Background: an optimization exercise with open tools, aiming at small area and a short achievable clock period. Do not read the settings as production practice.
In this exercise RTL edits were held to simulation tests only and were not proved equivalent to the original.
Power and IR drop assume default switching activity.

==> flow/design.v (outline; a module is shown in full before it is edited, if it fits) <==
// module akkanat: 261 lines
// module m_mux2i: 3 lines
// module m_shift: 16 lines
// module mac_s1: 289 lines
// module mac_s2: 115 lines
// module m_fa: 4 lines
// module m_ha: 4 lines
// module m_r8: 7 lines
// module m_ppb: 3 lines
// module m_add32: 3 lines
// module dec5: 6 lines
// module m_aoi22: 3 lines
// module m_nand2: 3 lines
// module m_nor2: 3 lines
// module m_inv: 3 lines
// module rdport: 27 lines
module akkanat (
    input  wire          clk_i,
    input  wire          rst_i,
    input  wire [31:0]   inst_i,
    input  wire [31:0]   data_mem_rdata_i,
    output wire [31:0]   pc_o,
    output wire [31:0]   data_mem_addr_o,
    output wire [31:0]   data_mem_wdata_o,
    output wire          data_mem_we_o,
    output wire [1023:0] regs_o,
    output wire [1:0]    cur_stage_o
);
  // ...
==> flow/flow/run.sh <==
#!/bin/bash
# The standard layout (standard.sh: ORFS with the standard flow's config and synthesis), with
# three repair settings changed; the clock period and constraints are untouched:
#  - setup repair aims for a slack margin of MARGIN ns (flow/margin.txt), so that the
#    resizer also works on paths well inside the clock period;
#  - the resizer may swap cells of different footprints (MATCH_CELL_FOOTPRINT=0);
#  - port buffers are buf_1 cells.
# Every tool's output goes to ORFS's own logs under orfs/logs; make's output to standard.log.
set -uo pipefail
MARGIN=$(cat flow/margin.txt 2>/dev/null || echo 8)
bash standard.sh SETUP_SLACK_MARGIN=$MARGIN MATCH_CELL_FOOTPRINT=0 \
  "BUFFER_PORTS_ARGS=-buffer_cell sky130_fd_sc_hd__buf_1" finish > standard.log 2>&1
==> flow/flow/margin.txt <==
8
==> flow/standard.sh <==
#!/bin/bash
# synth_recipe.tcl (not shown) runs the flow's synth.tcl, then flattens the netlist and writes it again
# the make line also repeats each setting of config.mk as NAME=value (left out here)
make -C /OpenROAD-flow-scripts/flow DESIGN_CONFIG=/design/flow/config.mk WORK_HOME=/design/flow/orfs CLKGATE_MAP_FILE= SYNTH_SCRIPT=/design/flow/synth_recipe.tcl "${@:-finish}"
==> flow/config.mk <==
export PLATFORM = sky130hd
export DESIGN_NAME = akkanat
export DESIGN_NICKNAME = akkanat
export VERILOG_FILES = /design/flow/design.v
export SDC_FILE = /design/flow/constraint.sdc
export NUM_CORES = 8
export LEC_CHECK = 0
export CAP_MARGIN = 20
export CORE_MARGIN = 2
export CORE_UTILIZATION = 50
export CTS_BUF_LIST = sky130_fd_sc_hd__clkbuf_4 sky130_fd_sc_hd__clkbuf_8
export PLACE_DENSITY = 0.6
export SLEW_MARGIN = 20
export SYNTH_HIERARCHICAL = 1
==> flow/constraint.sdc <==
create_clock -name core_clock -period 12.5 [get_ports {clk_i}]
set_input_delay 2.5000 -clock core_clock [delete_from_list [all_inputs] [get_ports {clk_i}]]
set_output_delay 2.5000 -clock core_clock [all_outputs]
set_load 0.01 [all_outputs]
==> results.yml, run 1 <==
status:
  status: "finished clean"
power_and_ir_drop:
  p_switching_uw: 23100
  combinationalPowerShare: 0.653
  ir_worst_vdd_v: 0.000774
  p_leak_uw: 0.0495
  pwr-share-seq: 0.224
  p_seq_uw: 9630
global_route:
  grt_pass1_vias: 93300
  antenna_found_initial: 37
  grt_pass1_wl_mm: 770
final_layout:
  final_cell_mix: "1380 x nand2_1, 1170 x nor2_1, 1063 x buf_1"
  buffers_excl_clock: 1776
  reg.largest.list: "rf (992), cs_q (166)"
  num-nonclk-inverters: 231
  regArea_sq_um: 35700
  syn_to_final_growth_pct: 20.4
  multi_input_area_share: 0.520
sta:
  fin_hold_ws_ns: 0.373
  min_period_over_period: 0.369
  finalClockSkew_ns: 0.119
  tns_ns: 0
  worst_pin_slew_ns: 1.33
  maxSlewHeadroom: 0.108
critical_path:
  r2r_start: "ir[31]$_DFF_P_"
run:
  max_cap_violations: 0
clock_network:
  clock_path_buffers: 4
detailed_routing:
  first_pass_iters: 9
  wl_met1_mm: 191
synthesis:
  postSynthAreaPerCell_sq_um: 9.29
floorplanning:
  pin_count: 1189
  die_area_sq_um: 199000
  die-width_um: 447
placement:
  hpwlAfterDp_mm: 408
  place_inst: 14000
min_path:
  hp-start: "wd_q[9]$_DFFE_PP_"
==> module akkanat, before the edit <==
module akkanat (
    input  wire          clk_i,
    input  wire          rst_i,
    input  wire [31:0]   inst_i,
    input  wire [31:0]   data_mem_rdata_i,
    output wire [31:0]   pc_o,
    output wire [31:0]   data_mem_addr_o,
    output wire [31:0]   data_mem_wdata_o,
    output wire          data_mem_we_o,
    output wire [1023:0] regs_o,
    output wire [1:0]    cur_stage_o
);
    localparam S_F = 2'd0, S_D = 2'd1, S_E = 2'd2, S_W = 2'd3;
    reg  [1:0]  st;
    reg  [3:0]  cnt;       
    reg  [31:0] pc;
    reg  [31:0] ir;        
    reg  [31:0] ra;        
    reg  [31:0] rb;        
    reg  [31:0] xq;        
    reg  [31:0] res;       
    reg  [31:0] addr_q;
    reg  [31:0] wd_q;
    reg         we_q;
    reg         taken_q;
    reg         fnd_q;
    reg         gt_q;
    reg  [31:0] x3q;       
    reg  [31:0] rf [1:31];
    assign pc_o             = pc;
    assign cur_stage_o      = st;
    assign data_mem_addr_o  = addr_q;
    assign data_mem_wdata_o = wd_q;
    assign data_mem_we_o    = we_q;
    genvar g;
    assign regs_o[31:0] = 32'b0;
    generate
        for (g = 1; g < 32; g = g + 1) begin : dump
            assign regs_o[32*g +: 32] = rf[g];
        end
    endgenerate
    wire is_f = (st == S_F);
    wire is_d = (st == S_D);
    wire is_e = (st == S_E);
    wire is_w = (st == S_W);
    wire [4:0] idx1 = is_f ? inst_i[19:15] : ir[11:7];
    wire [4:0] idx2 = inst_i[24:20];
    wire [31:0] sel1, sel2;
    dec5 u_dec1 (.a(idx1), .y(sel1));
    dec5 u_dec2 (.a(idx2), .y(sel2));
    wire [1023:0] rflat;
    assign rflat[31:0] = 32'b0;
    generate
        for (g = 1; g < 32; g = g + 1) begin : flat
            assign rflat[32*g +: 32] = rf[g];
        end
    endgenerate
    wire [31:0] p1, p2;
    rdport u_p1 (.sel(sel1), .rf(rflat), .p(p1));
    rdport u_p2 (.sel(sel2), .rf(rflat), .p(p2));
    wire [4:0] iop = inst_i[6:2];
    wire [2:0] if3 = inst_i[14:12];
    wire i_c    = (iop[4:2] == 3'b111);               
    wire i_c2   = i_c & iop[1];
    wire i_c1   = i_c & ~iop[1];
    wire i_j    = iop[4] & iop[3] & ~iop[2];          
    wire i_jal  = i_j & iop[1];
    wire i_jalr = i_j & ~iop[1] & iop[0];
    wire i_br   = i_j & ~iop[1] & ~iop[0];
    wire i_lo   = ~iop[4];                            
    wire i_u    = i_lo & iop[0];                      
    wire i_lui  = i_u & iop[3];
    wire i_auipc= i_u & ~iop[3];
    wire i_mem  = i_lo & ~iop[0] & ~iop[2];           
    wire i_ld   = i_mem & ~iop[3];
    wire i_st   = i_mem & iop[3];
    wire i_alu  = i_lo & ~iop[0] & iop[2];            
    wire i_opr  = i_alu & iop[3];
    wire i_abs  = i_c1 & (if3 == 3'b000);
    wire i_srt  = i_c1 & (if3 == 3'b001);
    wire i_avg  = i_c1 & (if3 == 3'b100);
    wire i_ldm  = i_c1 & (if3 == 3'b110);
    wire i_mac  = i_c2 & if3[0];
    wire i_selc = i_c2 & ~if3[0];
    wire i_bra  = i_br | i_selc;
    reg d_jal, d_jalr, d_bra, d_br, d_st, d_ld, d_mem, d_abs, d_srt, d_ldm, d_mac;
    reg d_useb, d_sub, d_wr, d_auipc;
    reg r_sum, r_sh, r_slt, r_sltu, r_log, r_imu, r_pc, r_absd, r_selp, r_avg, r_movu, r_srch;
    always @(posedge clk_i) begin
        d_jal  <= i_jal;
        d_jalr <= i_jalr;
        d_bra  <= i_bra;
        d_br   <= i_br;
        d_st   <= i_st;
        d_ld   <= i_ld;
        d_mem  <= i_mem;
        d_abs  <= i_abs;
        d_srt  <= i_srt;
        d_ldm  <= i_ldm;
        d_mac  <= i_mac;
        d_auipc<= i_auipc;
        d_useb <= i_opr | i_bra | (i_c1 & ~i_avg);
        d_sub  <= (i_opr & (if3 == 3'b000) & inst_i[30]) | (i_alu & (if3[2:1] == 2'b01))
                | i_bra | (i_c1 & ~i_avg);
        d_wr   <= ~(i_st | i_br | i_c2 | i_srt) & (inst_i[11:7] != 5'd0);
        r_sum  <= (i_alu & (if3 == 3'b000));
        r_sh   <= (i_alu & (if3[1:0] == 2'b01));
        r_slt  <= (i_alu & (if3 == 3'b010));
        r_sltu <= (i_alu & (if3 == 3'b011));
        r_log  <= (i_alu & if3[2] & (if3 != 3'b101));
        r_imu  <= i_lui;
        r_pc   <= i_u & ~iop[3] | i_j | i_selc;
        r_absd <= i_abs;
        r_selp <= i_c1 & (if3 == 3'b010);
        r_avg  <= i_avg;
        r_movu <= i_c1 & (if3 == 3'b101);
        r_srch <= i_c1 & (if3 == 3'b111);
    end
    wire [2:0] f3 = ir[14:12];
    wire [4:0] rd = ir[11:7];
    wire [1:0] s2 = ir[26:25];
    wire [31:0] imm_i = {{20{ir[31]}}, ir[31:20]};
    wire [31:0] imm_s = {{20{ir[31]}}, ir[31:25], ir[11:7]};
    wire [31:0] imm_b = {{19{ir[31]}}, ir[31], ir[7], ir[30:25], ir[11:8], 1'b0};
    wire [31:0] imm_u = {ir[31:12], 12'b0};
    wire [31:0] imm_j = {{11{ir[31]}}, ir[31], ir[19:12], ir[20], ir[30:21], 1'b0};
    wire [31:0] imm_s_in = {{20{inst_i[31]}}, inst_i[31:25], inst_i[11:7]};
    wire [31:0] op2 = d_useb ? rb : (d_st ? imm_s : imm_i);
    wire cin = d_sub & ~(d_abs & is_d);
    wire [32:0] sum33 = {1'b0, ra} + {1'b0, op2 ^ {32{d_sub}}} + {32'b0, cin};
    wire [31:0] sum = sum33[31:0];
    wire cout = sum33[32];                            
    wire lt  = (ra[31] ^ op2[31]) ? ra[31] : sum[31];
    wire [31:0] xr = ra ^ op2;
    wire eq  = ~|xr;
    wire [31:0] sh_r, sh_l;
    m_shift u_sh (.a(ra), .sh(op2[4:0]), .left(~f3[2]), .arith(ir[30]), .o(sh_r), .ol(sh_l));
    wire [31:0] sh_out = f3[2] ? sh_r : sh_l;
    wire [19:0] win = is_d ? ra[19:0] : ra[31:12];
    reg fnd;
    integer i;
    always @(*) begin
        fnd = 1'b0;
        for (i = 0; i <= 12; i = i + 1)
            if (win[i +: 8] == rb[7:0]) fnd = 1'b1;
    end
    wire [31:0] pcimm = is_w ? (d_jal ? imm_j : 32'd4)
                             : (d_auipc ? imm_u : (d_bra ? imm_b : 32'd4));
    wire [31:0] pcadd = pc + pcimm;
    wire [31:0] logic_out = (f3[1:0] == 2'b00) ? xr : ((f3[1:0] == 2'b10) ? (ra | op2) : (ra & op2));
    wire [31:0] alu =
          ({32{r_sum}}  & sum)
        | ({32{r_sh}}   & sh_out)
        | ({32{r_slt}}  & {31'b0, lt})
        | ({32{r_sltu}} & {31'b0, ~cout})
        | ({32{r_log}}  & logic_out)
        | ({32{r_imu}}  & imm_u)
        | ({32{r_pc}}   & pcadd)
        | ({32{r_absd}} & (gt_q ? sum : res))
        | ({32{r_selp}} & {16'b0, ir[20] ? ra[31:16] : ra[15:0]})
        | ({32{r_avg}}  & {sum[31], sum[31:1]})
        | ({32{r_movu}} & {20'b0, ir[31:20]})
        | ({32{r_srch}} & {31'b0, fnd | fnd_q});
    reg taken;
    always @(*) begin
        if (d_br) taken = f3[2] ? ~lt : eq;
        else case (s2)
            2'b00: taken = eq;
            2'b01: taken = ~lt;
            2'b10: taken = lt;
            default: taken = 1'b0;
        endcase
    end
    wire [31:0] npc = d_jalr ? sum : ((d_bra & taken_q) ? res : pcadd);
    wire [31:0] mx = (res >= xq) ? res : xq;          
    wire [31:0] wd_srt = (lt ^ is_e) ? ra : rb;       
    wire [1:0] jj = cnt[3:2];
    reg  [31:0] mbase;
    reg  [1:0]  mk;
    always @(*) begin
        mbase = ra; mk = 2'd0;
        if (is_e) begin
            if (d_srt) begin mbase = addr_q; mk = 2'd1; end
            else if (cnt[1:0] == 2'b00) begin mbase = rb; mk = jj; end
            else mk = jj + 2'd1;
        end
    end
    wire [31:0] madd = mbase + {26'b0, mk, 2'b00};
    wire e_last = d_srt ? cnt[0] :
                  d_ldm ? cnt[1] :
                  d_mac ? ((cnt[1:0] == 2'b11) & (cnt[3:2] == s2)) : 1'b1;
    wire [165:0] cs_d;
    reg  [165:0] cs_q;
    wire [31:0]  mac_out;
    mac_s1 u_mac1 (.x(xq), .x3(x3q), .y(data_mem_rdata_i), .acc(wd_q), .cs(cs_d));
    mac_s2 u_mac2 (.cs(cs_q), .out(mac_out));
    always @(posedge clk_i or posedge rst_i) begin
        if (rst_i) begin
            st   <= S_F;
            pc   <= 32'b0;
            we_q <= 1'b0;
        end else begin
            case (st)
                S_F: begin st <= S_D; we_q <= 1'b0; end
                S_D: begin st <= S_E; we_q <= d_srt; end
                S_E: begin
                    if (e_last) st <= S_W;
                    we_q <= d_st | (d_srt & ~cnt[0]) | (d_mac & (cnt[1:0] == 2'b10));
                end
                default: begin
                    st <= S_F;
                    we_q <= 1'b0;
                    pc <= npc;
                end
            endcase
        end
    end
    integer r;
    always @(posedge clk_i or posedge rst_i) begin
        if (rst_i) begin
            for (r = 1; r < 32; r = r + 1) rf[r] <= 32'b0;
        end else if (is_w & d_wr) begin
            rf[rd] <= d_ldm ? mx : res;
        end
    end
    always @(posedge clk_i) begin
        ir <= inst_i;
        rb <= p2;
        if (is_f) ra <= p1;
        cnt <= is_e ? cnt + 4'd1 : 4'd0;
        cs_q <= cs_d;
        xq <= data_mem_rdata_i;
        x3q <= data_mem_rdata_i + {data_mem_rdata_i[30:0], 1'b0};
        taken_q <= taken;
        fnd_q <= fnd;
        gt_q <= cout;
        if (is_d) res <= ~sum;
        else if (d_ld | (d_ldm & (cnt[1:0] == 2'b00))) res <= data_mem_rdata_i;
        else if (d_ldm) res <= mx;
        else res <= alu;
        if (is_f) addr_q <= imm_s_in;
        else if (is_d) begin
            if (d_srt) addr_q <= p1;
            else if (d_mem) addr_q <= sum;
            else addr_q <= madd;
        end else if (is_e) begin
            if (d_st) addr_q <= sum;
            else if (d_ldm) addr_q <= cnt[0] ? p1 : rb;
            else if (d_mac & (cnt[1:0] == 2'b01)) addr_q <= imm_s;
            else if (~(d_mac & (cnt[1:0] == 2'b10))) addr_q <= madd;
        end
        if (is_d) begin
            if (d_srt) wd_q <= wd_srt;
            else wd_q <= data_mem_rdata_i;     
        end else if (is_e) begin
            if (d_st) wd_q <= rb;
            else if (d_srt) wd_q <= wd_srt;
            else if (d_mac & (cnt[1:0] == 2'b10)) wd_q <= mac_out;
        end
    end
endmodule
==> module m_ppb, before the edit <==
module m_ppb(input m1, input m2, input m3, input m4, input neg, input x0, input x1, input x3, input x2, output p);
  assign p = ((m1 & x0) | (m2 & x1) | (m3 & x3) | (m4 & x2)) ^ neg;
endmodule
==> module rdport, before the edit <==
module rdport(input [31:0] sel, input [1023:0] rf, output [31:0] p);
  genvar b, j;
  generate for (b = 0; b < 32; b = b + 1) begin : bt
    wire [15:0] t;    
    wire [7:0]  u;    
    wire [3:0]  v;    
    wire [1:0]  w;    
    wire        x;    
    for (j = 0; j < 16; j = j + 1) begin : pr
      if (j == 0)
        m_nand2 a (.a(sel[1]), .b(rf[32+b]), .y(t[0]));
      else
        m_aoi22 a (.a1(sel[2*j]), .a2(rf[32*(2*j)+b]), .b1(sel[2*j+1]), .b2(rf[32*(2*j+1)+b]), .y(t[j]));
    end
    for (j = 0; j < 8; j = j + 1) begin : l1
      m_nand2 n (.a(t[2*j]), .b(t[2*j+1]), .y(u[j]));
    end
    for (j = 0; j < 4; j = j + 1) begin : l2
      m_nor2 n (.a(u[2*j]), .b(u[2*j+1]), .y(v[j]));
    end
    for (j = 0; j < 2; j = j + 1) begin : l3
      m_nand2 n (.a(v[2*j]), .b(v[2*j+1]), .y(w[j]));
    end
    m_nor2 l4 (.a(w[0]), .b(w[1]), .y(x));
    m_inv l5 (.a(x), .y(p[b]));
  end endgenerate
endmodule
==> run 2, diff against run 1 <==
--- a/flow/design.v
+++ b/flow/design.v
@@ -84,6 +84,12 @@
     wire i_selc = i_c2 & ~if3[0];
     wire i_bra  = i_br | i_selc;
+    wire i_useb = i_opr | i_bra | (i_c1 & ~i_avg);
+    wire i_sub  = (i_opr & (if3 == 3'b000) & inst_i[30]) | (i_alu & (if3[2:1] == 2'b01))
+                | i_bra | (i_c1 & ~i_avg);
+    wire [31:0] imm_i_in = {{20{inst_i[31]}}, inst_i[31:20]};
+    wire [31:0] imm_s_in = {{20{inst_i[31]}}, inst_i[31:25], inst_i[11:7]};
     reg d_jal, d_jalr, d_bra, d_br, d_st, d_ld, d_mem, d_abs, d_srt, d_ldm, d_mac;
-    reg d_useb, d_sub, d_wr, d_auipc;
+    reg d_sub, d_wr, d_auipc;
+    reg [31:0] opx;
     reg r_sum, r_sh, r_slt, r_sltu, r_log, r_imu, r_pc, r_absd, r_selp, r_avg, r_movu, r_srch;
     always @(posedge clk_i) begin
@@ -100,7 +106,6 @@
         d_mac  <= i_mac;
         d_auipc<= i_auipc;
-        d_useb <= i_opr | i_bra | (i_c1 & ~i_avg);
-        d_sub  <= (i_opr & (if3 == 3'b000) & inst_i[30]) | (i_alu & (if3[2:1] == 2'b01))
-                | i_bra | (i_c1 & ~i_avg);
+        d_sub  <= i_sub;
+        opx    <= (i_useb ? p2 : (i_st ? imm_s_in : imm_i_in)) ^ {32{i_sub}};
         d_wr   <= ~(i_st | i_br | i_c2 | i_srt) & (inst_i[11:7] != 5'd0);
         r_sum  <= (i_alu & (if3 == 3'b000));
@@ -125,15 +130,13 @@
     wire [31:0] imm_u = {ir[31:12], 12'b0};
     wire [31:0] imm_j = {{11{ir[31]}}, ir[31], ir[19:12], ir[20], ir[30:21], 1'b0};
-    wire [31:0] imm_s_in = {{20{inst_i[31]}}, inst_i[31:25], inst_i[11:7]};
-    wire [31:0] op2 = d_useb ? rb : (d_st ? imm_s : imm_i);
     wire cin = d_sub & ~(d_abs & is_d);
-    wire [32:0] sum33 = {1'b0, ra} + {1'b0, op2 ^ {32{d_sub}}} + {32'b0, cin};
-    wire [31:0] sum = sum33[31:0];
-    wire cout = sum33[32];                            
-    wire lt  = (ra[31] ^ op2[31]) ? ra[31] : sum[31];
-    wire [31:0] xr = ra ^ op2;
-    wire eq  = ~|xr;
+    wire [31:0] sum;
+    wire cout;                                        
+    m_add33 u_add (.a(ra), .b(opx), .cin(cin), .s(sum), .co(cout));
+    wire lt  = (ra[31] == opx[31]) ? ra[31] : sum[31];    
+    wire [31:0] xr = ra ^ opx;
+    wire eq  = &xr;                                   
     wire [31:0] sh_r, sh_l;
-    m_shift u_sh (.a(ra), .sh(op2[4:0]), .left(~f3[2]), .arith(ir[30]), .o(sh_r), .ol(sh_l));
+    m_shift u_sh (.a(ra), .sh(opx[4:0]), .left(~f3[2]), .arith(ir[30]), .o(sh_r), .ol(sh_l));
     wire [31:0] sh_out = f3[2] ? sh_r : sh_l;
     wire [19:0] win = is_d ? ra[19:0] : ra[31:12];
@@ -148,5 +151,5 @@
                              : (d_auipc ? imm_u : (d_bra ? imm_b : 32'd4));
     wire [31:0] pcadd = pc + pcimm;
-    wire [31:0] logic_out = (f3[1:0] == 2'b00) ? xr : ((f3[1:0] == 2'b10) ? (ra | op2) : (ra & op2));
+    wire [31:0] logic_out = (f3[1:0] == 2'b00) ? xr : ((f3[1:0] == 2'b10) ? (ra | opx) : (ra & opx));
     wire [31:0] alu =
           ({32{r_sum}}  & sum)
@@ -699,5 +702,13 @@
 endmodule
 module m_ppb(input m1, input m2, input m3, input m4, input neg, input x0, input x1, input x3, input x2, output p);
-  assign p = ((m1 & x0) | (m2 & x1) | (m3 & x3) | (m4 & x2)) ^ neg;
+  wire t;
+  m_ao4 u_s (.s0(m1), .d0(x0), .s1(m2), .d1(x1), .s2(m3), .d2(x3), .s3(m4), .d3(x2), .y(t));
+  m_xor2 u_x (.a(t), .b(neg), .y(p));
+endmodule
+module m_xor2(input a, input b, output y);
+  assign y = a ^ b;
+endmodule
+module m_add33(input [31:0] a, input [31:0] b, input cin, output [31:0] s, output co);
+  assign {co, s} = {1'b0, a} + {1'b0, b} + {32'b0, cin};
 endmodule
 module m_add32(input [31:0] a, input [31:0] b, output [31:0] s);
@@ -710,6 +721,6 @@
   end endgenerate
 endmodule
-module m_aoi22(input a1, input a2, input b1, input b2, output y);
-  assign y = ~((a1 & a2) | (b1 & b2));
+module m_ao4(input s0, input d0, input s1, input d1, input s2, input d2, input s3, input d3, output y);
+  assign y = (s0 & d0) | (s1 & d1) | (s2 & d2) | (s3 & d3);
 endmodule
 module m_nand2(input a, input b, output y);
@@ -725,17 +736,11 @@
   genvar b, j;
   generate for (b = 0; b < 32; b = b + 1) begin : bt
-    wire [15:0] t;    
-    wire [7:0]  u;    
-    wire [3:0]  v;    
-    wire [1:0]  w;    
-    wire        x;    
-    for (j = 0; j < 16; j = j + 1) begin : pr
-      if (j == 0)
-        m_nand2 a (.a(sel[1]), .b(rf[32+b]), .y(t[0]));
-      else
-        m_aoi22 a (.a1(sel[2*j]), .a2(rf[32*(2*j)+b]), .b1(sel[2*j+1]), .b2(rf[32*(2*j+1)+b]), .y(t[j]));
-    end
-    for (j = 0; j < 8; j = j + 1) begin : l1
-      m_nand2 n (.a(t[2*j]), .b(t[2*j+1]), .y(u[j]));
+    wire [7:0] u;    
+    wire [3:0] v;    
+    wire [1:0] w;    
+    wire       x;    
+    for (j = 0; j < 8; j = j + 1) begin : q
+      m_ao4 a (.s0(sel[4*j]),   .d0(rf[32*(4*j)+b]),   .s1(sel[4*j+1]), .d1(rf[32*(4*j+1)+b]),
+               .s2(sel[4*j+2]), .d2(rf[32*(4*j+2)+b]), .s3(sel[4*j+3]), .d3(rf[32*(4*j+3)+b]), .y(u[j]));
     end
     for (j = 0; j < 4; j = j + 1) begin : l2
==> results.yml, run 2 <==
status:
  status: "finished clean"
floorplanning:
  initial_core_util: 0.503
  rows: 158
  die-width_um: 436
  pin_count: 1189
  die_area_sq_um: 190000
  fp.dieH_um: 436
  coreArea_sq_um: 185000
global_route:
  overflow: 0
  grt_pass1_vias: 96500
  grt_max_degree: 168
  antenna_found_initial: 57
  grt_pass1_wl_mm: 782
  grtUsageTotal: 0.586
detailed_routing:
  wire_per_inst_um: 39.4
  finalWirelength_mm: 587
  ant_nets: 0
  vias: 106000
  viasPerCell: 7.13
  drt-initial-drc-count: 20200
  drc: 0
  first_pass_iters: 14
clock_network:
  clk_pin_slew_ns: 0.06
  htree_levels: 5
  cts_tree: "built"
  clock_path_buffers: 4
  clkLatencyLatePin_ns: 1.16
  tritoncts_num_sinks: 1505
  numCtsBuffers: 290
  ctsHoldBuffers: 0
  ctsRootBufferMaster: "clkbuf_8"
final_layout:
  largest_register_ffs: 992
  syn_to_final_growth_pct: 21.9
  final_cell_mix: "1416 x nand2_1, 1365 x a22oi_1, 1156 x nor2_1"
  reg.largest.list: "rf (992), cs_q (166)"
  fin_nets: 12700
  final_layout_size_suffix_gt1_frac: 0.150
  regMostFlops: "rf"
  layout_commonest_cell: "nand2_1"
  fillCellCount: 16400
critical_path:
  cp-start-kind: "input pin"
  critPathRequiredTime_ns: 13.34
  path_buf_inv: 7
  path_class: "input pin to flip-flop"
  endpoint_kind: "flip-flop"
  cpLargestDelayFamily: "buffers and inverters"
  critPathMaxFanout: 6
  crit_arrival_ns: 5.63
  cp_cell_sequence: "buf_8, mux2_4, or3b_4, buf_6, nor2_4, buf_12, clkbuf_16, buf_16, buf_4, a22oi_1, nand2_1, nor2_2, nand2_2, nor2_1, inv_1, mux2i_1, o21ai_1, o221a_1, o31a_1"
  crit_path_max_incr_delay_ns: 0.31
  slowest_stage: "or3b_4"
sta:
  fmax_ghz: 0.209
  rsz0062_at_grt: "yes"
  worst_pin_slew_ns: 1.38
  finalMaxSlewViolations: 0
  maxSlewHeadroom: 0.0769
  setup_viol: 0
  tns_ns: 0
  fin_hold_ws_ns: 0.394
  finalHoldViolations: 0
  finalClockSkew_ns: 0.121
  finalCriticalPeriod_ns: 4.79
  min_period_over_period: 0.383
synthesis:
  synth.distinct_cells: 113
  postSynthAreaPerCell_sq_um: 8.65
  yosys.area.top_type: "dfrtp_1"
  yosys-top-cells-count: "1491 x nand2_1, 1437 x a22oi_1, 1333 x nor2_1, 1027 x dfrtp_1, 1020 x a21oi_1"
  synthArstFlopShare: 0.682
  synth_area_sq_um: 93100
  yosys_warnings: 8
  synthCells: 10800
  synth_top_area_share: 0.276
  synth-edff-count: 96
  ys_ff_latch: 1505
  synth.area.top_cells: "dfrtp_1 28%, a22oi_1 12%, dfxtp_1 8.2%"
  synth-main-ff-cell: "dfrtp_1"
  yosysSeqAreaShare: 0.389
  yosysMostFrequentCell: "nand2_1"
min_path:
  min_path_type: "flip-flop to flip-flop"
run:
  max_cap_violations: 0
power_and_ir_drop:
  p_leak_uw: 0.0502
  powerDensity_nw_per_um2: 370
  ir_worst_vdd_v: 0.000605
placement:
  globalplace.congestion: 1.13
  hpwlAfterDp_mm: 403
  io_buffers: 1154
## run 2: metrics by stage
step	instances	utilization	area, sq um	total power, uW	worst slack, ns
3_5_place_dp	14100	0.547	101000	31800	5.78
4_1_cts	14700	0.596	110000	38800	7.87
5_1_grt	14900	0.612	113000	43000	7.67
3_3_place_gp	14100	0.547	101000	31400	5.84
2_1_floorplan	10900	-	93800	22500	-4.16
6_report	14900	0.613	114000	42000	7.71
## run 2: final cells by class
cell class,count,area (sq um),area share
multi-input combinational,8394,56100,0.494
sequential,1505,36300,0.320
timing repair buffer,1767,11100,0.0976
clock buffer,422,5280,0.0465
tap,2480,3100,0.0273
inverter,233,891,0.00785
clock inverter,57,662,0.00583
antenna,52,130,0.00115
## run 2: path summary, 6_finish.rpt
check	endpoint	slack, ns	cells after the start	start
max	addr_q[28]$_DFFE_PP_	7.71	19	inst_i[15]
min	cs_q[13]$_DFF_P_	0.39	0	wd_q[4]$_DFFE_PP_
max reg2reg	wd_q[12]$_DFFE_PP_	7.71	22	st[1]$_DFFE_PP0P_
min reg2reg	cs_q[13]$_DFF_P_	0.39	0	wd_q[4]$_DFFE_PP_
max in group asynchronous	rf[31][7]$_DFFE_PP0P_	8.57	5	rst_i
min in group asynchronous	rf[17][25]$_DFFE_PP0P_	1.55	3	rst_i
## run 2: repair_timing
item,CTS,global route
gates cloned,20,15
pin swaps,125,224
resized for setup,442,409
setup buffers,118,117
setup endpoints to repair,938,208
## run 2: cells by family (layout without fill, tap and decap cells)
| family | after synthesis | count (layout) | share of synthesized area |
|---|---|---|---|
| adders and majority gates | 410 | 410 | 0.0672 |
| xor gates and xnor gates | 495 | 495 | 0.0472 |
| other | 2 | 186 | 0.0000806 |
| muxes | 401 | 405 | 0.0439 |
| and+or+nand+nor | 3305 | 3306 | 0.147 |
| DFF | 1505 | 1505 | 0.389 |
| buffers and inverters | 1009 | 2479 | 0.0508 |
| AOI/OAI and AO/OA | 3643 | 3644 | 0.255 |
## run 2: Yosys stat by module (local to each module, per instance), a selection
| module | flip-flops and latches | cells inside | copies in the design | cell area, sq um |
|---|---|---|---|---|
| m_ha | 0 | 1 | 31 | 12.5 |
| m_nor2 | 0 | 1 | 320 | 3.75 |
| mac_s1 | 0 | 177 | 1 | 1380 |
| m_mux2i | 0 | 1 | 192 | 10.0 |
| m_shift | 0 | 34 | 1 | 256 |
| m_ao4 | 0 | 3 | 699 | 18.8 |
| m_fa | 0 | 1 | 145 | 20.0 |
| m_add32 | 0 | 236 | 1 | 1710 |
| m_xor2 | 0 | 1 | 187 | 8.76 |
| dec5 | 0 | 47 | 2 | 221 |
| akkanat | 1505 | 6682 | 1 | 64800 |
## run 2: power by group
part | internal (uW) | switching, uW
logic | 9580 | 17500
clock network | 2980 | 2330
registers | 7010 | 2630
total | 19600 | 22400
## run 2: metal layers
| metal | GRT usage | vias to the layer above | wire length (um) |
|---|---|---|---|
| met5 | 0.000252 | - | 632 |
| met4 | 0.567 | 28 | 76600 |
| met3 | 0.285 | 3386 | 96300 |
| met2 | 0.794 | 10600 | 226000 |
| met1 | 0.664 | 50800 | 188000 |
| li1 | - | 41500 | - |
==> run 3, diff against run 2 <==
--- a/flow/design.v
+++ b/flow/design.v
@@ -91,4 +91,5 @@
     reg d_jal, d_jalr, d_bra, d_br, d_st, d_ld, d_mem, d_abs, d_srt, d_ldm, d_mac;
     reg d_sub, d_wr, d_auipc;
+    reg cin_q;            
     reg [31:0] opx;
     reg r_sum, r_sh, r_slt, r_sltu, r_log, r_imu, r_pc, r_absd, r_selp, r_avg, r_movu, r_srch;
@@ -107,4 +108,5 @@
         d_auipc<= i_auipc;
         d_sub  <= i_sub;
+        cin_q  <= is_f ? (i_sub & ~i_abs) : d_sub;
         opx    <= (i_useb ? p2 : (i_st ? imm_s_in : imm_i_in)) ^ {32{i_sub}};
         d_wr   <= ~(i_st | i_br | i_c2 | i_srt) & (inst_i[11:7] != 5'd0);
@@ -130,5 +132,5 @@
     wire [31:0] imm_u = {ir[31:12], 12'b0};
     wire [31:0] imm_j = {{11{ir[31]}}, ir[31], ir[19:12], ir[20], ir[30:21], 1'b0};
-    wire cin = d_sub & ~(d_abs & is_d);
+    wire cin = cin_q;
     wire [31:0] sum;
     wire cout;                                        
@@ -177,5 +179,4 @@
     wire [31:0] npc = d_jalr ? sum : ((d_bra & taken_q) ? res : pcadd);
     wire [31:0] mx = (res >= xq) ? res : xq;          
-    wire [31:0] wd_srt = (lt ^ is_e) ? ra : rb;       
     wire [1:0] jj = cnt[3:2];
     reg  [31:0] mbase;
@@ -198,4 +199,26 @@
     mac_s1 u_mac1 (.x(xq), .x3(x3q), .y(data_mem_rdata_i), .acc(wd_q), .cs(cs_d));
     mac_s2 u_mac2 (.cs(cs_q), .out(mac_out));
+    wire c0 = (cnt[1:0] == 2'b00), c1 = (cnt[1:0] == 2'b01), c2 = (cnt[1:0] == 2'b10);
+    wire rs_rd = ~is_d & (d_ld | (d_ldm & c0));
+    wire rs_mx = ~is_d & d_ldm & ~c0;
+    wire rs_al = ~is_d & ~d_ld & ~d_ldm;
+    wire [31:0] res_n = ({32{is_d}} & ~sum) | ({32{rs_rd}} & data_mem_rdata_i)
+                      | ({32{rs_mx}} & mx) | ({32{rs_al}} & alu);
+    wire as_imm_in = is_f;
+    wire as_p1   = (is_d & d_srt) | (is_e & d_ldm & cnt[0]);
+    wire as_sum  = (is_d & d_mem) | (is_e & d_st);
+    wire as_imms = is_e & d_mac & c1;
+    wire as_hold = (is_e & d_mac & c2) | is_w;
+    wire as_madd = ~(as_imm_in | as_p1 | as_sum | as_imms | as_hold);
+    wire [31:0] addr_n = ({32{as_imm_in}} & imm_s_in) | ({32{as_p1}} & p1) | ({32{as_sum}} & sum)
+                       | ({32{as_imms}} & imm_s) | ({32{as_hold}} & addr_q) | ({32{as_madd}} & madd);
+    wire ws_srt  = (is_d | is_e) & d_srt;
+    wire ws_ra   = ws_srt & (lt ^ is_e);              
+    wire ws_rb   = (ws_srt & ~(lt ^ is_e)) | (is_e & d_st);
+    wire ws_rd   = is_d & ~d_srt;                     
+    wire ws_mac  = is_e & d_mac & c2;
+    wire ws_hold = ~((is_d | is_e) & d_srt) & ~ws_rd & ~(is_e & d_st) & ~ws_mac;
+    wire [31:0] wd_n = ({32{ws_ra}} & ra) | ({32{ws_rb}} & rb) | ({32{ws_rd}} & data_mem_rdata_i)
+                     | ({32{ws_mac}} & mac_out) | ({32{ws_hold}} & wd_q);
     always @(posedge clk_i or posedge rst_i) begin
         if (rst_i) begin
@@ -238,27 +261,7 @@
         fnd_q <= fnd;
         gt_q <= cout;
-        if (is_d) res <= ~sum;
-        else if (d_ld | (d_ldm & (cnt[1:0] == 2'b00))) res <= data_mem_rdata_i;
-        else if (d_ldm) res <= mx;
-        else res <= alu;
-        if (is_f) addr_q <= imm_s_in;
-        else if (is_d) begin
-            if (d_srt) addr_q <= p1;
-            else if (d_mem) addr_q <= sum;
-            else addr_q <= madd;
-        end else if (is_e) begin
-            if (d_st) addr_q <= sum;
-            else if (d_ldm) addr_q <= cnt[0] ? p1 : rb;
-            else if (d_mac & (cnt[1:0] == 2'b01)) addr_q <= imm_s;
-            else if (~(d_mac & (cnt[1:0] == 2'b10))) addr_q <= madd;
-        end
-        if (is_d) begin
-            if (d_srt) wd_q <= wd_srt;
-            else wd_q <= data_mem_rdata_i;     
-        end else if (is_e) begin
-            if (d_st) wd_q <= rb;
-            else if (d_srt) wd_q <= wd_srt;
-            else if (d_mac & (cnt[1:0] == 2'b10)) wd_q <= mac_out;
-        end
+        res <= res_n;
+        addr_q <= addr_n;
+        wd_q <= wd_n;
     end
 endmodule
@@ -710,5 +713,23 @@
 endmodule
 module m_add33(input [31:0] a, input [31:0] b, input cin, output [31:0] s, output co);
-  assign {co, s} = {1'b0, a} + {1'b0, b} + {32'b0, cin};
+  wire [32:0] g0, p0;
+  assign g0 = {a & b, cin};
+  assign p0 = {a ^ b, 1'b0};
+  wire [32:0] g1, p1, g2, p2, g3, p3, g4, p4, g5, p5;
+  genvar i;
+  generate for (i = 0; i < 33; i = i + 1) begin : l
+    if (i >= 1)  begin assign g1[i] = g0[i] | (p0[i] & g0[i-1]);  assign p1[i] = p0[i] & p0[i-1];  end
+    else         begin assign g1[i] = g0[i]; assign p1[i] = p0[i]; end
+    if (i >= 2)  begin assign g2[i] = g1[i] | (p1[i] & g1[i-2]);  assign p2[i] = p1[i] & p1[i-2];  end
+    else         begin assign g2[i] = g1[i]; assign p2[i] = p1[i]; end
+    if (i >= 4)  begin assign g3[i] = g2[i] | (p2[i] & g2[i-4]);  assign p3[i] = p2[i] & p2[i-4];  end
+    else         begin assign g3[i] = g2[i]; assign p3[i] = p2[i]; end
+    if (i >= 8)  begin assign g4[i] = g3[i] | (p3[i] & g3[i-8]);  assign p4[i] = p3[i] & p3[i-8];  end
+    else         begin assign g4[i] = g3[i]; assign p4[i] = p3[i]; end
+    if (i >= 16) begin assign g5[i] = g4[i] | (p4[i] & g4[i-16]); assign p5[i] = p4[i] & p4[i-16]; end
+    else         begin assign g5[i] = g4[i]; assign p5[i] = p4[i]; end
+  end endgenerate
+  assign s = p0[32:1] ^ g5[31:0];
+  assign co = g5[32] | (p5[32] & g0[0]);
 endmodule
 module m_add32(input [31:0] a, input [31:0] b, output [31:0] s);
--- a/flow/config.mk
+++ b/flow/config.mk
@@ -9,5 +9,7 @@
 export CORE_MARGIN = 2
 export CORE_UTILIZATION = 50
-export CTS_BUF_LIST = sky130_fd_sc_hd__clkbuf_4 sky130_fd_sc_hd__clkbuf_8
+export CTS_BUF_LIST = sky130_fd_sc_hd__clkbuf_8 sky130_fd_sc_hd__clkbuf_16
+export CTS_CLUSTER_DIAMETER = 60
+export CTS_CLUSTER_SIZE = 30
 export PLACE_DENSITY = 0.6
 export SLEW_MARGIN = 20
==> results.yml, run 3 <==
status:
  status: "finished clean"
synthesis:
  ys_ff_latch: 1506
  synth-main-ff-cell: "dfrtp_1"
  synth_area_sq_um: 90300
  yosys-top-cells-count: "1453 x a22oi_1, 1436 x nor2_1, 1353 x nand2_1, 1075 x a21oi_1, 1027 x dfrtp_1"
  synth-edff-count: 32
  synth.area.top_cells: "dfrtp_1 28%, a22oi_1 12%, dfxtp_1 9.9%"
  yosysSeqAreaShare: 0.394
  synthCells: 10400
  synth_top_area_share: 0.285
  synth.distinct_cells: 104
  synthArstFlopShare: 0.682
  yosysMostFrequentCell: "a22oi_1"
  postSynthAreaPerCell_sq_um: 8.70
  yosys.area.top_type: "dfrtp_1"
  yosys_warnings: 8
sta:
  maxSlewHeadroom: 0.178
  finalCriticalPeriod_ns: 4.67
  worst_slack_ns: 7.83
  fin_hold_ws_ns: 0.455
  finalMaxSlewViolations: 0
  rsz0062_at_grt: "yes"
  worst_pin_slew_ns: 1.23
  finalHoldViolations: 0
  min_period_over_period: 0.373
  setup_viol: 0
  finalClockSkew_ns: 0.0553
  fmax_ghz: 0.214
power_and_ir_drop:
  ir_worst_vdd_v: 0.000570
  finalPower_uw: 34700
  p_leak_uw: 0.0472
  powerDensity_nw_per_um2: 329
critical_path:
  path_buf_inv: 3
  slowest_stage: "mux2_4"
  reg2reg_depth: 17
  crit_arrival_ns: 5.34
  path_class: "input pin to flip-flop"
  crit_path_max_incr_delay_ns: 0.40
  critPathRequiredTime_ns: 13.17
  endpoint_kind: "flip-flop"
  cp_cell_sequence: "clkbuf_2, mux2_4, nand3b_1, nor2_4, buf_4, a22oi_1, nand2_1, nor2_1, nand2_1, nor2_1, inv_1, a22oi_1, o211ai_1"
  cpLargestDelayFamily: "simple AND/OR/NAND/NOR gates"
  critPathMaxFanout: 32
  critical_path_cell_count: 13
  cp-start-kind: "input pin"
final_layout:
  regMostFlops: "rf"
  largest_register_ffs: 992
  final_layout_size_suffix_gt1_frac: 0.0951
  fillCellCount: 16100
  fin_area_sq_um: 105000
  syn_to_final_growth_pct: 16.6
  reg.largest.list: "rf (992), cs_q (166)"
  layout_commonest_cell: "a22oi_1"
  final_cell_mix: "1449 x a22oi_1, 1343 x nand2_1, 1313 x nor2_1"
  final_cells: 14000
  fin_nets: 12000
global_route:
  met1_usage: 0.656
  overflow: 0
  grt_pass1_wl_mm: 708
  grt.met3_usage: 0.238
  grt-busiest-layer: "met2"
  grtUsageTotal: 0.543
  grt_pass1_vias: 87200
  grt_max_degree: 180
  grt_use_met2: 0.751
  antenna_found_initial: 29
floorplanning:
  die-width_um: 429
  die_area_sq_um: 184000
  fp.dieH_um: 429
  rows: 155
  coreArea_sq_um: 179000
  initial_core_util: 0.504
  pin_count: 1189
clock_network:
  clock_path_buffers: 3
  numCtsBuffers: 136
  htree_levels: 4
  tritoncts_num_sinks: 1506
  cts_tree: "built"
  clk_pin_slew_ns: 0.10
  ctsRootBufferMaster: "clkbuf_16"
  clkLatencyLatePin_ns: 0.87
detailed_routing:
  finalWirelength_mm: 522
  wire_per_inst_um: 37.4
  drc: 0
  ant_nets: 0
  first_pass_iters: 13
  drt-initial-drc-count: 18100
  viasPerCell: 6.95
  vias: 97000
placement:
  globalplace.congestion: 1.10
  place_inst: 13600
  place_area_sq_um: 98200
  hpwlAfterDp_mm: 380
  io_buffers: 1154
  place_ws_ns: 6.33
run:
  max_cap_violations: 0
min_path:
  min_path_cells: 2
  min_path_type: "flip-flop to flip-flop"
-- run 3: cell types whose count changed in the layout (fill, tap and decap cells not counted), sizes merged, moves of 57 or more --
cell,previous run,this run
o21ai,616,368
dfxtp,382,447
nand2,1491,1354
a222oi,36,95
edfxtp,96,32
inv,230,302
clkbuf,489,174
buf,1700,1521
a21oi,1020,1077
nor2,1334,1438
-- run 3: worst min-delay path, stage by stage, from the launching register on --
cell and delay [ns]:
dfxtp_1 0.31, inv_1 0.04, o21ai_0 0.06
-- run 3: kinds of logic after synthesis --
kind of cell,count (synthesis),share of synthesized area
xor gates and xnor gates,507,0.0499
DFF,1506,0.394
muxes,357,0.0400
and+or+nand+nor,3242,0.148
other,2,0.0000832
AOI/OAI and AO/OA,3378,0.246
adders and majority gates,410,0.0693
buffers and inverters,980,0.0518
-- run 3: report_power, final --
group | internal [uW] | switching [uW] | leakage, uW
sequential | 6520 | 2260 | 0.0176
clock | 2430 | 2320 | 0.00244
combinational | 6970 | 14200 | 0.0272
-- run 3: routing by layer --
layer  vias up  part of all wire
met5         -           0.00033
met4        24              0.10
met3      2205              0.16
met2      8608              0.39
met1     46800              0.34
li1      39300                 -
-- run 3: per-module statistics from Yosys (local to each module, per instance), a selection --
module / cell area [sq um] / cells / times used / flip-flops and latches
m_inv: 3.75 / 1 / 64 / 0
mac_s2: 82.6 / 7 / 1 / 0
m_ao4: 18.8 / 3 / 699 / 0
m_nand2: 3.75 / 1 / 128 / 0
m_nor2: 3.75 / 1 / 320 / 0
m_mux2i: 10.0 / 1 / 192 / 0
-- run 3: repair_timing --
| item | in CTS | in global routing |
|---|---|---|
| resized for setup | 152 | 208 |
| endpoints found under the hold margin | 0 | 0 |
| setup endpoints to repair | 1013 | 932 |
| pin swaps | 22 | 22 |
| hold buffers | 0 | 0 |
| buffers inserted | 37 | 56 |
| gates cloned | 6 | 3 |
-- run 3: cell type report --
type                       instances  area, sq um  area share
multi-input combinational       8036        52900       0.502
sequential                      1506        35600       0.338
timing repair buffer            1546         7950      0.0755
clock buffer                     150         3700      0.0351
tap                             2355         2950      0.0280
clock inverter                    98         1250      0.0119
inverter                         251          950     0.00902
antenna                           18         45.0    0.000428
-- run 3: path summary, 6_finish.rpt --
kind	from	endpoint	slack [ns]
worst max-delay path	inst_i[16]	addr_q[7]$_DFF_P_	7.83
worst min-delay path	d_sub$_DFF_P_	cin_q$_DFF_P_	0.46
worst max register to register	st[0]$_DFFE_PP0P_	res[23]$_DFF_P_	7.97
min in group asynchronous	rst_i	rf[19][0]$_DFFE_PP0P_	1.70
worst min register to register	d_sub$_DFF_P_	cin_q$_DFF_P_	0.46
max in group asynchronous	rst_i	rf[5][24]$_DFFE_PP0P_	8.65
-- run 3: stage by stage --
stage                util  setup TNS, ns
finish              0.588              0
global route        0.588              0
CTS                 0.581              0
detailed placement  0.549              0
global placement    0.548              0
floorplan               -       -4268.11
==> run 4, diff against run 3 <==
--- a/flow/design.v
+++ b/flow/design.v
@@ -757,20 +757,26 @@
   genvar b, j;
   generate for (b = 0; b < 32; b = b + 1) begin : bt
-    wire [7:0] u;    
-    wire [3:0] v;    
-    wire [1:0] w;    
-    wire       x;    
-    for (j = 0; j < 8; j = j + 1) begin : q
-      m_ao4 a (.s0(sel[4*j]),   .d0(rf[32*(4*j)+b]),   .s1(sel[4*j+1]), .d1(rf[32*(4*j+1)+b]),
-               .s2(sel[4*j+2]), .d2(rf[32*(4*j+2)+b]), .s3(sel[4*j+3]), .d3(rf[32*(4*j+3)+b]), .y(u[j]));
+    wire [10:0] t;    
+    wire [5:0]  u;    
+    wire [2:0]  v;    
+    for (j = 0; j < 10; j = j + 1) begin : q
+      m_aoi222 a (.a1(sel[3*j+1]), .a2(rf[32*(3*j+1)+b]), .b1(sel[3*j+2]), .b2(rf[32*(3*j+2)+b]),
+                  .c1(sel[3*j+3]), .c2(rf[32*(3*j+3)+b]), .y(t[j]));
     end
-    for (j = 0; j < 4; j = j + 1) begin : l2
-      m_nor2 n (.a(u[2*j]), .b(u[2*j+1]), .y(v[j]));
+    m_nand2 a10 (.a(sel[31]), .b(rf[32*31+b]), .y(t[10]));
+    for (j = 0; j < 5; j = j + 1) begin : l1
+      m_nand2 n (.a(t[2*j]), .b(t[2*j+1]), .y(u[j]));
     end
-    for (j = 0; j < 2; j = j + 1) begin : l3
-      m_nand2 n (.a(v[2*j]), .b(v[2*j+1]), .y(w[j]));
+    m_inv l1x (.a(t[10]), .y(u[5]));
+    for (j = 0; j < 3; j = j + 1) begin : l2
+      m_nor2 n (.a(u[2*j]), .b(u[2*j+1]), .y(v[j]));
     end
-    m_nor2 l4 (.a(w[0]), .b(w[1]), .y(x));
-    m_inv l5 (.a(x), .y(p[b]));
+    m_nand3 l3 (.a(v[0]), .b(v[1]), .c(v[2]), .y(p[b]));
   end endgenerate
 endmodule
+module m_aoi222(input a1, input a2, input b1, input b2, input c1, input c2, output y);
+  assign y = ~((a1 & a2) | (b1 & b2) | (c1 & c2));
+endmodule
+module m_nand3(input a, input b, input c, output y);
+  assign y = ~(a & b & c);
+endmodule
==> results.yml, run 4 <==
status:
  status: "finished clean"
critical_path:
  path_class: "input pin to flip-flop"
  slowest_stage: "nor2_1"
  cp-start-kind: "input pin"
  cp-startpoint: "inst_i[20]"
  crit_top_cell: "buf_4"
  endpoint_kind: "flip-flop"
  critPathRequiredTime_ns: 13.21
  r2r_start: "cs_q[30]$_DFF_P_"
  crit_path_max_incr_delay_ns: 0.48
  critPathMaxFanout: 32
  cp_cell_sequence: "clkbuf_2, nand3b_1, buf_4, nor2_4, buf_4, a222oi_1, nand2_1, nor2_1, nand3_1, a21oi_1, xnor2_1"
  crit_arrival_ns: 5.44
synthesis:
  synthCells: 9676
  synth_area_sq_um: 87900
  yosys_warnings: 8
  postSynthAreaPerCell_sq_um: 9.08
final_layout:
  fin_nets: 11300
  largest_register_ffs: 992
  regArea_sq_um: 35600
  regMostFlops: "rf"
  multi_input_area_sq_um: 50600
  final_cell_mix: "1154 x nor2_1, 1132 x buf_1, 1086 x nand2_1"
  layout_commonest_cell: "nor2_1"
  fillCellCount: 15600
  final_util: 0.595
  syn_to_final_growth_pct: 18.0
  reg.largest.list: "rf (992), cs_q (166)"
  final_layout_size_suffix_gt1_frac: 0.114
sta:
  fin_hold_ws_ns: 0.461
  finalMaxSlewViolations: 0
  setup_viol: 0
  worst_slack_ns: 7.77
  maxSlewHeadroom: 0.0798
  tns_ns: 0
  worst_pin_slew_ns: 1.38
  rsz0062_at_grt: "yes"
  min_period_over_period: 0.379
  finalCriticalPeriod_ns: 4.73
  fmax_ghz: 0.211
  finalClockSkew_ns: 0.0529
  finalHoldViolations: 0
power_and_ir_drop:
  finalPower_uw: 35900
  p_leak_uw: 0.0457
  ir_worst_vdd_v: 0.000482
  powerDensity_nw_per_um2: 346
detailed_routing:
  ant_nets: 0
  drt-initial-drc-count: 22000
  wire_per_inst_um: 39.3
  finalWirelength_mm: 522
  drc: 0
  vias: 96300
  viasPerCell: 7.26
  first_pass_iters: 19
floorplanning:
  pin_count: 1189
  die-width_um: 423
  coreArea_sq_um: 174000
  fp.dieH_um: 423
  rows: 153
  die_area_sq_um: 179000
  initial_core_util: 0.505
global_route:
  grt_pass1_wl_mm: 704
  grt_pass1_vias: 87100
  grt_max_degree: 154
  antenna_found_initial: 31
  overflow: 0
  grtUsageTotal: 0.557
placement:
  hpwlAfterDp_mm: 376
  globalplace.congestion: 1.10
  place_ws_ns: 5.80
  io_buffers: 1154
clock_network:
  clk_pin_slew_ns: 0.08
  ctsRootBufferMaster: "clkbuf_16"
  cts_tree: "built"
  tritoncts_num_sinks: 1506
  clkLatencyLatePin_ns: 0.88
  ctsHoldBuffers: 0
  clock_path_buffers: 3
  htree_levels: 4
  numCtsBuffers: 140
run:
  max_cap_violations: 0
min_path:
  min_path_type: "flip-flop to flip-flop"
  hp-start: "d_sub$_DFF_P_"
[run 4: per-layer routing]
| metal | track usage | vias up | share of wire | wire length [um] |
|---|---|---|---|---|
| met1 | 0.658 | 46400 | 0.33 | 173000 |
| met3 | 0.289 | 2536 | 0.18 | 92100 |
| li1 | - | 37900 | - | - |
| met2 | 0.749 | 9453 | 0.39 | 202000 |
| met4 | 0.443 | 24 | 0.11 | 55300 |
| met5 | 0.0145 | - | 0.00084 | 439 |
[run 4: timing repair]
item | in CTS | in global routing
pin swaps | 65 | 78
setup endpoints to repair | 1063 | 222
gates cloned | 10 | 1
gates resized for setup | 231 | 220
setup buffers | 96 | 63
[run 4: layout make-up]
cell class	instances	area share
diodes	35	0.000844
clock buffers	153	0.0358
clock inverters	109	0.0123
inverters	251	0.00915
multi-input cells	7268	0.488
flip-flops and latches	1506	0.343
well taps	2325	0.0280
repair buffers	1619	0.0821
[run 4: worst max-delay path: cells and delay by family]
| kind | cells | cell delay, ns |
|---|---|---|
| AO/OA/AOI/OAI | 2 | 0.62 |
| XOR/XNOR | 1 | 0.08 |
| buffers and inverters | 3 | 0.83 |
| AND/OR/NAND/NOR | 5 | 1.37 |
[run 4: where the power goes]
part,internal (uW),switching (uW)
Clock,2460,2320
Combinational,7700,14600
Sequential,6520,2250
[run 4: final timing paths]
check	endpoint	slack [ns]	depth (start not counted)
hold reg to reg	cin_q$_DFF_P_	0.46	2
min in group asynchronous	rf[18][30]$_DFFE_PP0P_	1.79	2
hold / removal	cin_q$_DFF_P_	0.46	2
max in group asynchronous	rf[1][28]$_DFFE_PP0P_	8.39	5
setup / recovery	opx[31]$_DFF_P_	7.77	11
setup reg to reg	wd_q[15]$_DFF_P_	7.86	13
[run 4: through the flow]
| step | std cells | instance area [sq um] |
|---|---|---|
| 2_1_floorplan | 9744 | 88500 |
| 3_3_place_gp | 12800 | 95500 |
| 3_5_place_dp | 12800 | 95500 |
| 4_1_cts | 13200 | 102000 |
| 5_1_grt | 13200 | 104000 |
| 6_report | 13300 | 104000 |
==> run 5, diff against run 4 <==
==> flow/flow/margin.txt (replaced) <==
8.15
==> results.yml, run 5 <==
final_layout:
  regMostFlops: "rf"
  fillCellCount: 15300
  final_layout_size_suffix_gt1_frac: 0.134
  reg.largest.list: "rf (992), cs_q (166)"
  final_util: 0.609
  largest_register_ffs: 992
  fin_nets: 11400
  final_cell_mix: "1128 x nor2_1, 1104 x buf_1, 1078 x nand2_1"
  syn_to_final_growth_pct: 20.6
  layout_commonest_cell: "nor2_1"
critical_path:
  cp-startpoint: "inst_i[19]"
  critPathRequiredTime_ns: 13.20
  rr_endpoint: "wd_q[18]$_DFF_P_"
  r2r_start: "cs_q[30]$_DFF_P_"
  cp-start-kind: "input pin"
  cp-endpoint: "addr_q[30]$_DFF_P_"
  endpoint_kind: "flip-flop"
  crit_arrival_ns: 5.40
  r2r_slack_ns: 7.87
  reg2reg_depth: 13
  critPathMaxFanout: 13
  path_class: "input pin to flip-flop"
clock_network:
  cts_tree: "built"
  clk_pin_slew_ns: 0.08
  clkLatencyLatePin_ns: 0.89
  clock_path_buffers: 3
  htree_levels: 4
  tritoncts_num_sinks: 1506
  ctsHoldBuffers: 0
  numCtsBuffers: 140
  ctsRootBufferMaster: "clkbuf_16"
placement:
  place_ws_ns: 5.80
  hpwlAfterDp_mm: 376
  globalplace.congestion: 1.10
  io_buffers: 1154
sta:
  rsz0062_at_grt: "yes"
  finalMaxSlewViolations: 0
  setup_viol: 0
  maxSlewHeadroom: 0.0650
  finalCriticalPeriod_ns: 4.70
  finalClockSkew_ns: 0.0591
  worst_slack_ns: 7.80
  worst_pin_slew_ns: 1.40
  min_period_over_period: 0.376
  fmax_ghz: 0.213
  finalHoldViolations: 0
global_route:
  grtUsageTotal: 0.561
  grt_pass1_vias: 87400
  antenna_found_initial: 44
  grt_max_degree: 154
  grt_pass1_wl_mm: 708
  overflow: 0
min_path:
  min_path_type: "flip-flop to flip-flop"
  hp-start: "d_sub$_DFF_P_"
run:
  max_cap_violations: 0
detailed_routing:
  finalWirelength_mm: 534
  drc: 0
  vias: 97100
  viasPerCell: 7.27
  ant_nets: 0
  drt-initial-drc-count: 22800
  first_pass_iters: 17
  wire_per_inst_um: 40.0
synthesis:
  synthCells: 9676
  synth_area_sq_um: 87900
  postSynthAreaPerCell_sq_um: 9.08
  yosys_warnings: 8
floorplanning:
  pin_count: 1189
  rows: 153
  coreArea_sq_um: 174000
  fp.dieH_um: 423
  die_area_sq_um: 179000
  initial_core_util: 0.505
  die-width_um: 423
power_and_ir_drop:
  ir_worst_vdd_v: 0.000512
  powerDensity_nw_per_um2: 347
  p_leak_uw: 0.0467
  finalPower_uw: 36800
status:
  status: "finished clean"
## run 5: worst min path at each step
stage,end,slack (ns),depth (start not counted)
floorplan,cin_q$_DFF_P_,0.42,2
finish,cin_q$_DFF_P_,0.47,2
CTS,cin_q$_DFF_P_,0.46,2
global placement,cin_q$_DFF_P_,0.43,2
detailed placement,cin_q$_DFF_P_,0.44,2
global route,cin_q$_DFF_P_,0.48,2
## run 5: cell type report
type                    instances  area, sq um  share of cell area
multi-input cells            7274        51500               0.486
flip-flops and latches       1506        35600               0.336
repair buffers               1708         9980              0.0941
clock buffers                 153         3720              0.0351
well taps                    2325         2910              0.0274
clock inverters               109         1280              0.0120
inverters                     251          953             0.00899
diodes                         27         67.6            0.000637
repair inverters                1         5.00           0.0000472
## run 5: repair_timing
action                     4_1_cts  5_1_grt
cloned                          14       23
pin swaps                       94      149
buffers inserted               127      103
gates resized for setup        390      380
setup endpoints to repair     1117      824
## run 5: routing by layer
metal / track usage / vias to the layer above / share of wire
li1: - / 38000 / -
met1: 0.663 / 46900 / 0.33
met2: 0.755 / 9411 / 0.38
met3: 0.291 / 2779 / 0.18
met4: 0.444 / 48 / 0.11
met5: 0.0132 / - / 0.0018
## run 5: critical path, cell delays in order
cell and delay [ns]:
clkbuf_4 0.16, mux2_4 0.36, nand2b_4 0.13, buf_4 0.13, buf_12 0.15, nor2_4 0.13, buf_8 0.21, a222oi_1 0.67
nand2_1 0.15, nor2_2 0.21, nand3_4 0.16, a22oi_2 0.19, and3_1 0.16, o21ai_0 0.07
## run 5: where the power goes
part | total [uW] | switching [uW] | internal (uW)
combinational | 23300 | 15200 | 8130
clock | 4790 | 2320 | 2460
sequential | 8760 | 2230 | 6520
total | 36800 | 19700 | 17100
## run 5: stage by stage
stage	cells	hold slack, ns	TNS (ns)	cell area (sq um)
4_1_cts	13200	0.456	0	103000
6_report	13400	0.466	0	106000
3_5_place_dp	12800	0.436	0	95500
2_1_floorplan	9744	0.415	-4268.11	88500
3_3_place_gp	12800	0.433	0	95500
5_1_grt	13300	0.481	0	106000
==> run 6, diff against run 5 <==
==> flow/flow/run.sh (replaced) <==
#!/bin/bash
# The standard layout (standard.sh: ORFS with the standard flow's config and synthesis), with
# these layout settings changed; the clock period and constraints are untouched:
#  - setup repair aims for a slack margin of MARGIN ns (flow/margin.txt), so that the
#    resizer also works on paths well inside the clock period;
#  - the resizer may swap cells of different footprints (MATCH_CELL_FOOTPRINT=0);
#  - port buffers are buf_1 cells;
#  - clock tree synthesis gets its arguments explicitly (the same as config.mk's CTS
#    settings give it) plus -dont_use_dummy_load, so it adds no dummy load cells.
# Every tool's output goes to ORFS's own logs under orfs/logs; make's output to standard.log.
set -uo pipefail
MARGIN=$(cat flow/margin.txt 2>/dev/null || echo 8)
bash standard.sh SETUP_SLACK_MARGIN=$MARGIN MATCH_CELL_FOOTPRINT=0 \
  "BUFFER_PORTS_ARGS=-buffer_cell sky130_fd_sc_hd__buf_1" \
  "CTS_ARGS=-sink_clustering_enable -repair_clock_nets -sink_clustering_size 30 -sink_clustering_max_diameter 60 -buf_list {sky130_fd_sc_hd__clkbuf_8 sky130_fd_sc_hd__clkbuf_16} -dont_use_dummy_load" \
  finish > standard.log 2>&1
==> flow/flow/margin.txt (replaced) <==
8
==> results.yml, run 6 <==
status:
  status: "finished clean"
critical_path:
  critPathMaxFanout: 32
  cp-start-kind: "input pin"
  slowest_stage: "nor2_1"
  path_class: "input pin to flip-flop"
  path_buf_inv: 2
  crit_path_max_incr_delay_ns: 0.51
  cp_cell_sequence: "clkbuf_4, or2_4, nor2_4, buf_4, a222oi_1, nand2_1, nor2_1, nand3_1, a21oi_1, xnor2_1"
  endpoint_kind: "flip-flop"
  cpLargestDelayFamily: "simple AND/OR/NAND/NOR gates"
  critPathRequiredTime_ns: 13.19
  crit_arrival_ns: 5.37
placement:
  place_inst: 12800
  hpwlAfterDp_mm: 376
  place_area_sq_um: 95500
  globalplace.congestion: 1.10
  io_buffers: 1154
global_route:
  grtUsageTotal: 0.555
  antenna_found_initial: 35
  grt_max_degree: 154
  grt_pass1_vias: 86600
  overflow: 0
  grt_pass1_wl_mm: 701
detailed_routing:
  ant_nets: 0
  finalWirelength_mm: 522
  drt-initial-drc-count: 21500
  viasPerCell: 7.27
  wire_per_inst_um: 39.6
  drc: 0
  vias: 95700
  first_pass_iters: 17
floorplanning:
  die-width_um: 423
  die_area_sq_um: 179000
  rows: 153
  initial_core_util: 0.505
  fp.dieH_um: 423
  coreArea_sq_um: 174000
  pin_count: 1189
final_layout:
  reg.largest.list: "rf (992), cs_q (166)"
  fin_nets: 11300
  final_cell_mix: "1156 x nor2_1, 1131 x buf_1, 1088 x nand2_1"
  final_cells: 13200
  syn_to_final_growth_pct: 16.6
  largest_register_ffs: 992
  final_util: 0.588
  layout_commonest_cell: "nor2_1"
  regMostFlops: "rf"
  fin_area_sq_um: 103000
  final_layout_size_suffix_gt1_frac: 0.106
clock_network:
  htree_levels: 4
  ctsHoldBuffers: 0
  tritoncts_num_sinks: 1506
  clk_pin_slew_ns: 0.06
  clkLatencyLatePin_ns: 0.88
  ctsRootBufferMaster: "clkbuf_16"
  clock_path_buffers: 3
  cts_tree: "built"
  numCtsBuffers: 140
sta:
  rsz0062_at_grt: "yes"
  maxSlewHeadroom: 0.108
  finalClockSkew_ns: 0.103
  tns_ns: 0
  setup_viol: 0
  finalCriticalPeriod_ns: 4.68
  finalMaxSlewViolations: 0
  worst_pin_slew_ns: 1.33
  min_period_over_period: 0.375
  finalHoldViolations: 0
  fmax_ghz: 0.213
synthesis:
  synthCells: 9676
  synth_area_sq_um: 87900
  yosys_warnings: 8
  postSynthAreaPerCell_sq_um: 9.08
power_and_ir_drop:
  finalPower_uw: 34700
  ir_worst_vdd_v: 0.000415
  powerDensity_nw_per_um2: 339
  p_leak_uw: 0.0451
min_path:
  min_path_type: "flip-flop to flip-flop"
run:
  max_cap_violations: 0
run 6: per-stage QoR:
step | hold WS (ns) | setup WS (ns)
2_1_floorplan | 0.415 | -4.16
3_3_place_gp | 0.433 | 5.81
3_5_place_dp | 0.436 | 5.80
4_1_cts | 0.430 | 7.78
5_1_grt | 0.433 | 7.85
6_report | 0.459 | 7.82
run 6: repair_timing:
action                                  4_1_cts  5_1_grt
buffers inserted                             92       82
endpoints found under the setup margin     1069      226
cloned                                        9        7
resized for setup                           237      220
pin swaps                                    63       76
hold endpoints to repair                      0        0
run 6: worst paths after layout:
kind                            cells past startpoint             start  slack (ns)                    end
worst max-delay path                               10        inst_i[22]        7.82        opx[31]$_DFF_P_
min in group asynchronous                           2             rst_i        1.79  rf[14][0]$_DFFE_PP0P_
worst min-delay path                                0   wd_q[0]$_DFF_P_        0.46        cs_q[2]$_DFF_P_
worst max register to register                     13  cs_q[30]$_DFF_P_        7.87       wd_q[18]$_DFF_P_
max in group asynchronous                           5             rst_i        8.34  rf[3][27]$_DFFE_PP0P_
worst min register to register                      0   wd_q[0]$_DFF_P_        0.46        cs_q[2]$_DFF_P_
run 6: per-layer routing:
| metal | share of wire | routed length [um] | vias to the layer above | GRT usage |
|---|---|---|---|---|
| met3 | 0.17 | 90700 | 2611 | 0.279 |
| met5 | 0.0012 | 642 | - | 0.0220 |
| li1 | - | - | 37700 | - |
| met2 | 0.39 | 202000 | 9166 | 0.749 |
| met4 | 0.11 | 55700 | 32 | 0.441 |
| met1 | 0.33 | 172000 | 46100 | 0.658 |
run 6: cell type report:
| class | count | area [sq um] |
|---|---|---|
| multi-input cells | 7270 | 50700 |
| diodes | 28 | 70.1 |
| flip-flops and latches | 1506 | 35600 |
| fillers | 15800 | 71700 |
| inverters | 251 | 950 |
| well taps | 2325 | 2910 |
| clock buffers | 140 | 3500 |
| repair buffers | 1637 | 8800 |
run 6: power by group:
part / internal, uW / total, uW / switching [uW]
Clock: 1960 / 3880 / 1910
Combinational: 7570 / 22100 / 14500
Sequential: 6530 / 8770 / 2250
Total: 16100 / 34700 / 18600

## what the ideal ports hide
The flow's constraints put no driver on any port. The routed layouts listed below were extracted and timed again, unchanged, in two steps. Step 1 sets driving cells, clkbuf_16 on the clock port and buf_2 on the other inputs (assumed; they add their load-dependent delay and slew). Step 2, shift: input delay + t, output delay - t, t = (earliest + latest rising clock arrival at the registers) / 2. This alone moves slack from input paths to output paths. a / b / c = ideal ports / drivers / drivers and shift; a / b = the first two.
| run | t, ns | setup slack, ns | worst hold slack (ns) |
|---|---|---|---|
| run 1 | 1.201 | 7.887 / 7.835 / 6.736 | 0.373 / 0.373 / 0.373 |
| run 2 | 1.198 | 7.711 / 7.664 / 6.466 | 0.394 / 0.394 / 0.394 |
| run 3 | 0.946 | 7.835 / 7.830 / 6.940 | 0.455 / 0.455 / 0.455 |
| run 4 | 0.964 | 7.768 / 7.760 / 6.797 | 0.461 / 0.461 / 0.461 |
| run 5 | 0.965 | 7.801 / 7.836 / 6.871 | 0.466 / 0.466 / 0.466 |
| run 6 | 0.927 | 7.816 / 7.751 / 6.824 | 0.459 / 0.459 / 0.459 |
After both steps setup and hold are still met in every run listed. For run 2, which loses most, drivers alone change the setup slack by -0.047 ns; drivers and shift together by -1.245 ns.
